Context: an optimization exercise on an open-source flow, tuned for small area. The choices shown serve that exercise and are no tape-out recipe. Only simulation tests tie the RTL to the original design; equivalence was not proved. Power and IR drop assume default switching activity.

## exp/indigo
## mtm_Alu
module mtm_Alu (
    input  wire clk,    
    input  wire rst_n,  
    input  wire sin,    
    output reg  sout    
);
clock: 8.0 ns
lec_check: 0
cap_margin: 20
core_margin: 2
core_utilization: 40
cts_buf_list: sky130_fd_sc_hd__clkbuf_8 sky130_fd_sc_hd__clkbuf_4
slew_margin: 20
run.sh (not shown) runs the stock make flow with config.mk's settings and CLKGATE_MAP_FILE= SYNTH_SCRIPT=/design/flow/synth_recipe.tcl, a recipe that flattens the netlist after the stock synthesis.
Changes in exp/harbor relative to exp/indigo:
- CTS_BUF_LIST: sky130_fd_sc_hd__clkbuf_8 sky130_fd_sc_hd__clkbuf_4 -> unset
==> results.txt <==
The final layout from exp/harbor, which completed every stage, passed the timing, DRC and antenna checks at the end of the flow. exp/indigo → exp/harbor: final hold slack dropped 0.0059 ns, leakage power total grew by about 1.4%. exp/harbor has area growth from synthesis to layout above what exp/indigo had. Sequential share of cell area was higher in exp/indigo than in exp/harbor. The run showing the smaller worst setup slack after layout is exp/indigo. exp/harbor vs exp/indigo: total power up by a few percent.
For exp/onyx, these inputs were changed with respect to exp/harbor:
- CTS_BUF_LIST: unset -> sky130_fd_sc_hd__clkbuf_8
==> results.txt <==
Both conditions hold for exp/onyx: the flow ran to the end and the final layout passed the timing, DRC and antenna checks.
Any difference in transition time at the pin with the least slew margin between exp/harbor and exp/onyx is small enough to ignore.
exp/onyx vs exp/harbor — combinational share of power rose 2.7 points.
As far as mux share of post-synthesis cell area goes, exp/harbor and exp/onyx are indistinguishable; the numbers are identical.
Diff exp/harbor -> exp/onyx: via count shows an increase of 50; die area shows no meaningful change; total power shows a reduction of 6.8%.
Comparing exp/onyx and exp/harbor, multi-input logic portion of the cell area is higher on exp/onyx.
Reported for exp/onyx and exp/harbor, flip-flop and latch count turned out identical to the last digit.


mtm_Alu, a different RTL version from the one above (not shown whole).
Size: roughly 430 cells after synthesis, ~91 flip-flops.
clock: 8.0 ns
lec_check: 0
abc_area: 1
cap_margin: 20
core_margin: 2
core_utilization: 40
cts_buf_list: sky130_fd_sc_hd__clkbuf_8
slew_margin: 20
standard.sh (not shown) runs the stock make flow with config.mk's settings and CLKGATE_MAP_FILE= SYNTH_SCRIPT=/design/flow/synth_recipe.tcl, a recipe that flattens the netlist after the stock synthesis.
==> flow/flow/run.sh <==
#!/bin/bash
# The standard layout (standard.sh), with these changes:
#  - clock tree synthesis adds no dummy loads;
#  - the ports are buffered with buf_1.
set -euo pipefail
cd "$(dirname "$0")/.."
rm -rf scripts_area
cp -r "$FLOW_HOME/scripts" scripts_area
cp flow/abc_area.script scripts_area/abc_area.script
export SCRIPTS_DIR="$PWD/scripts_area"
export CTS_ARGS="-sink_clustering_enable -repair_clock_nets -buf_list sky130_fd_sc_hd__clkbuf_8 -dont_use_dummy_load -sink_clustering_size 30 -sink_clustering_max_diameter 300 -sink_clustering_levels 1"
export BUFFER_PORTS_ARGS="-buffer_cell sky130_fd_sc_hd__buf_1"
bash standard.sh > standard_flow.log 2>&1
==> flow/flow/abc_area.script <==
strash
&get -n
&deepsyn -J 500
&put
dch -f
amap -F 6 -A 16
Change:
--- a/flow/flow/run.sh
+++ b/flow/flow/run.sh
@@ -11 +11 @@
-export CTS_ARGS="-sink_clustering_enable -repair_clock_nets -buf_list sky130_fd_sc_hd__clkbuf_8 -dont_use_dummy_load -sink_clustering_size 30 -sink_clustering_max_diameter 300 -sink_clustering_levels 1"
+export CTS_ARGS="-sink_clustering_enable -repair_clock_nets -buf_list sky130_fd_sc_hd__clkbuf_8 -dont_use_dummy_load"
GPL_ROUTABILITY_DRIVEN = 0   (was not set)
GPL_TIMING_DRIVEN = 0   (was not set)
Outcome: Design area came out higher by about 0.55%. Final cell count hardly moves. Power is lower by about 1%. Utilization went up by 0.25 points. Worst setup slack loses 0.15 ns. Via count hardly moves. Flip-flop and latch count stays the same.
Change:
GPL_ROUTABILITY_DRIVEN = not set   (was 0)
GPL_TIMING_DRIVEN = not set   (was 0)
Result: Critical path depth does not change; sequential power barely changes; sequential share of layout area goes up by 0.24 points.


Setup of the baseline:
The RTL this note starts from:
==> flow/design.v <==
module mtm_Alu (
    input  wire clk,    
    input  wire rst_n,  
    input  wire sin,    
    output wire sout    
);
reg  [3:0]  bc;
reg  [3:0]  pc;
reg  [3:0]  lf;       
reg  [3:0]  M;
reg  [31:0] X;
reg  [31:0] H;        
wire busy  = pc[3] & pc[2];
wire pc8   = pc[3] & !pc[2];
wire bc10  = (bc == 4'd10);
wire ferr  = !busy && ((bc == 4'd1 && (pc8 ? !sin : sin)) || (bc10 && !sin));
wire pay   = !busy && bc >= 4'd2 && bc <= 4'd9;
reg         c8;
wire        arith = M[2];
wire        sub   = M[0];
wire [1:0]  ck    = {bc[3], bc[0]};                  
wire        ldc   = pay && pc8 && bc >= 4'd6;
wire [7:0]  xa    = X[7:0];
wire [7:0]  ha    = H[7:0];
wire [7:0]  yb    = ha ^ {8{sub}};
wire [8:0]  cc;
wire [7:0]  sum;
assign cc[0] = (ck == 2'd0) ? sub : c8;
genvar gi;
generate for (gi = 0; gi < 8; gi = gi + 1) begin : rca
    assign sum[gi]  = xa[gi] ^ yb[gi] ^ cc[gi];
    assign cc[gi+1] = (xa[gi] & yb[gi]) | (xa[gi] & cc[gi]) | (yb[gi] & cc[gi]);
end endgenerate
wire [7:0]  R     = arith ? sum : (sub ? (xa | ha) : (xa & ha));
reg  [2:0] spc;
reg  [3:0] sbc;
reg  [2:0] oc;        
wire spc4  = spc[2];
wire sidle = spc4 && bc10s;
wire bc10s = (sbc == 4'd10);
wire spay  = sbc >= 4'd2 && sbc <= 4'd9;
wire sdata = !spc4 && spay;
wire [1:0] cd = busy ? pc[1:0] : 2'd0;                
wire go    = spc4 && (bc10s || sbc == 4'd9) &&
             (cd[1] || (cd[0] && (!M[3] || M == 4'b1010 || M == 4'b1100)));
wire cy    = c8 ^ sub;
reg  obit;
always @* begin
    if (sbc == 4'd0) obit = 1'b0;
    else if (sbc == 4'd1) obit = spc4;
    else if (!spay) obit = 1'b1;
    else if (!spc4) obit = H[31];
    else if (sbc <= 4'd6) obit = M[3];
    else obit = oc[2];
end
assign sout = obit;
always @(posedge clk) begin
    if (!rst_n) begin
        bc <= 4'd0; pc <= 4'd0;
        spc <= 3'd4; sbc <= 4'd10;
    end else begin
        if (bc != 4'd0 || !sin) begin
            if (ferr) begin
                bc <= 4'd1; pc <= 4'd14;
            end else if (bc10) begin
                bc <= 4'd0;
                if (busy) pc <= 4'd0;
                else if (!pc8) pc <= pc + 4'd1;
                else if (lf == {{3{!M[3]}}, 1'b0}) begin pc <= 4'd13; bc <= 4'd9; end
                else begin pc <= 4'd15; bc <= 4'd1; end
            end else bc <= bc + 4'd1;
        end
        if (go) begin
            sbc <= 4'd14;
            spc <= (cd[1] || M[3] || M[1]) ? 3'd4 : 3'd0;
        end else if (!sidle) begin
            if (bc10s) begin
                sbc <= 4'd0;
                spc <= spc + 3'd1;
            end else sbc <= sbc + 4'd1;
        end
    end
end
wire        xsh = !ldc && pay && pc[3:2] == 2'b00;
wire        xkp = !ldc && !xsh;
wire [23:0] Xl  = ({24{ldc}} & X[31:8]) | ({24{xsh}} & {X[22:0], sin}) | ({24{xkp}} & X[23:0]);
wire        hsh = !ldc && ((pay && pc[3:2] == 2'b01) || sdata);
wire        hkp = !ldc && !hsh;
wire [31:0] Hn  = ({32{ldc}} & {R, H[31:8]}) | ({32{hsh}} & {H[30:0], sin}) | ({32{hkp}} & H);
reg  [3:0] Mg;        
reg        zg;
reg  [2:0] ocg;
always @* begin
    if (cd[1]) begin                                       
        Mg = cd[0] ? 4'b1010 : 4'b1100;
        zg = !cd[0];
        ocg = cd[0] ? 3'b111 : 3'b101;
    end else if (M[3]) begin                               
        Mg = M;
        zg = M[2];
        ocg = M[2] ? 3'b101 : 3'b111;
    end else if (M[1]) begin                               
        Mg = 4'b1001;
        zg = 1'b0;
        ocg = 3'b110;
    end else begin                                         
        Mg = {1'b0, arith && cy, arith && !cy && H[31], arith};
        zg = arith && (sub ? cy : H[31]);
        ocg = {H[31], 2'b00};
    end
end
wire       mrx  = !go && pay && pc8;
wire       mef  = mrx && !(!bc[3] && !(bc[2] && bc[1])) && M[3] &&
                  (sin != (bc == 4'd6 ? M[2] : bc == 4'd7 ? M[1] : bc == 4'd9));
wire       msh  = !go && ((mrx && bc <= 4'd5) || (!(pay && pc8) && spc4 && spay));
wire       mza  = !go && !(pay && pc8) && !(spc4 && spay) && sdata;
wire       mkp  = !go && !msh && !mza;
wire [3:0] Mn   = ({4{go}} & Mg) | ({4{msh}} & {M[2:0], mrx ? sin : c8}) | {3'b000, mef} |
                  ({4{mza}} & {M[3:1], M[0] && !H[31]}) | ({4{mkp}} & M);
wire       c8k  = !go && !ldc;
wire       c8n  = (go && zg) || (ldc && cc[8]) || (c8k && c8);
wire       ocs  = !go && spay;
wire [2:0] ocn  = ({3{go}} & ocg) | ({3{ocs}} & ({oc[1:0], 1'b0} ^ ((oc[2] ^ obit) ? 3'b011 : 3'b000))) |
                  ({3{!go && !ocs}} & oc);
always @(posedge clk) begin
    if (pc == 4'd0 && bc < 4'd9)
        lf <= 4'd0;
    else if (pay) begin
        lf <= {lf[2:0], 1'b0} ^ (lf[3] ? 4'b0011 : 4'b0000) ^
              (sin ? ((pc == 4'd4 && bc <= 4'd8) ? 4'b1111 : 4'b0011) : 4'b0000);
    end
    M <= Mn;
    c8 <= c8n;
    oc <= ocn;
    X[23:0] <= Xl;
    if (xsh) X[31:24] <= X[30:23];
    H <= Hn;
end
endmodule
Settings: LEC_CHECK=0, ABC_AREA=1, CAP_MARGIN=20, CORE_MARGIN=2, CORE_UTILIZATION=40, CTS_BUF_LIST=sky130_fd_sc_hd__clkbuf_8, SLEW_MARGIN=20; clock period 8.0 ns.
==> flow/flow/run.sh <==
#!/bin/bash
# The standard layout (standard.sh), with these changes:
#  - clock tree synthesis adds no dummy loads;
#  - the ports are buffered with buf_1.
set -euo pipefail
cd "$(dirname "$0")/.."
rm -rf scripts_area
cp -r "$FLOW_HOME/scripts" scripts_area
cp flow/abc_area.script scripts_area/abc_area.script
export SCRIPTS_DIR="$PWD/scripts_area"
export CTS_ARGS="-sink_clustering_enable -repair_clock_nets -root_buf sky130_fd_sc_hd__clkbuf_16 -buf_list sky130_fd_sc_hd__clkbuf_4 -dont_use_dummy_load -sink_clustering_size 8"
export BUFFER_PORTS_ARGS="-buffer_cell sky130_fd_sc_hd__buf_1"
bash standard.sh > standard_flow.log 2>&1
Scripts as last shown in full above: flow/flow/abc_area.script
The baseline has completed all stages; timing, DRC and antenna checks passed.
The following lists how the candidate was set up differently from the baseline:
- GPL_TIMING_DRIVEN newly set to 0
diff --git a/flow/flow/run.sh b/flow/flow/run.sh
--- a/flow/flow/run.sh
+++ b/flow/flow/run.sh
@@ -11 +11 @@
-export CTS_ARGS="-sink_clustering_enable -repair_clock_nets -root_buf sky130_fd_sc_hd__clkbuf_16 -buf_list sky130_fd_sc_hd__clkbuf_4 -dont_use_dummy_load -sink_clustering_size 8"
+export CTS_ARGS="-sink_clustering_enable -repair_clock_nets -buf_list sky130_fd_sc_hd__clkbuf_8 -dont_use_dummy_load"
--- outcome ---
- The flow did not stop early for the candidate: all stages ran, and the layout cleared the timing, DRC and antenna checks.
- Fraction of the mapped netlist area in adder cells delta (the candidate -> the baseline): insignificant
- Taking the baseline as the reference, in the candidate data required time at the worst endpoint closely matched the old numbers; via count of the first global-routing pass decreased by about 1.7% relative to the old numbers; final estimated routing congestion in global placement increased by 0.019 relative to the old numbers; non-clock buffer count decreased by 1 relative to the old numbers.
- Going from the baseline to the candidate, the total power was found to have gone down by 7.9%.
- In the flow results for the candidate and the baseline, the part of the total power dissipated in combinational logic is smaller on the baseline.
- Setup slack in the candidate is smaller than in the baseline.
- Where internal power component is concerned, the baseline is outperformed by the candidate.
- Relative to the baseline, clock slew at the register clock pins of the worst setup and hold paths increased by 0.05 ns in the candidate.

## what the ideal ports hide
The flow's constraints put no driver on any port. The routed layouts listed below were extracted and timed again, unchanged, in two steps. Step 1: set_driving_cell puts a clkbuf_16 on clk and a buf_2 on each other input, an assumption about the parent block. Step 2 moves the port delays by t, midway between the first and last clock arrival at a register: inputs arrive t later, outputs are due t later. That takes back most of the time a late clock gives input paths. Slacks: ideal / step 1 / step 2; pairs: ideal / step 1.
run	shift t [ns]	slack for setup (ns)	hold slack, ns	worst setup path at the end
exp/indigo	0.413	0.564 / 0.564 / 0.564	0.489 / 0.489 / 0.489	register to register
exp/harbor	0.387	0.568 / 0.568 / 0.568	0.483 / 0.483 / 0.483	register to register
exp/onyx	0.414	0.565 / 0.565 / 0.565	0.489 / 0.489 / 0.489	register to register
the first run of note 2	0.375	2.683 / 2.683 / 2.683	0.458 / 0.458 / 0.458	register to register
the second run of note 2	0.378	2.529 / 2.529 / 2.529	0.453 / 0.453 / 0.453	register to register
the third run of note 2	0.375	2.683 / 2.683 / 2.683	0.458 / 0.458 / 0.458	register to register
the baseline	0.366	2.688 / 2.688 / 2.688	0.455 / 0.455 / 0.455	register to register
the candidate	0.378	2.529 / 2.529 / 2.529	0.453 / 0.453 / 0.453	register to register
After both steps every run listed still meets setup and hold.
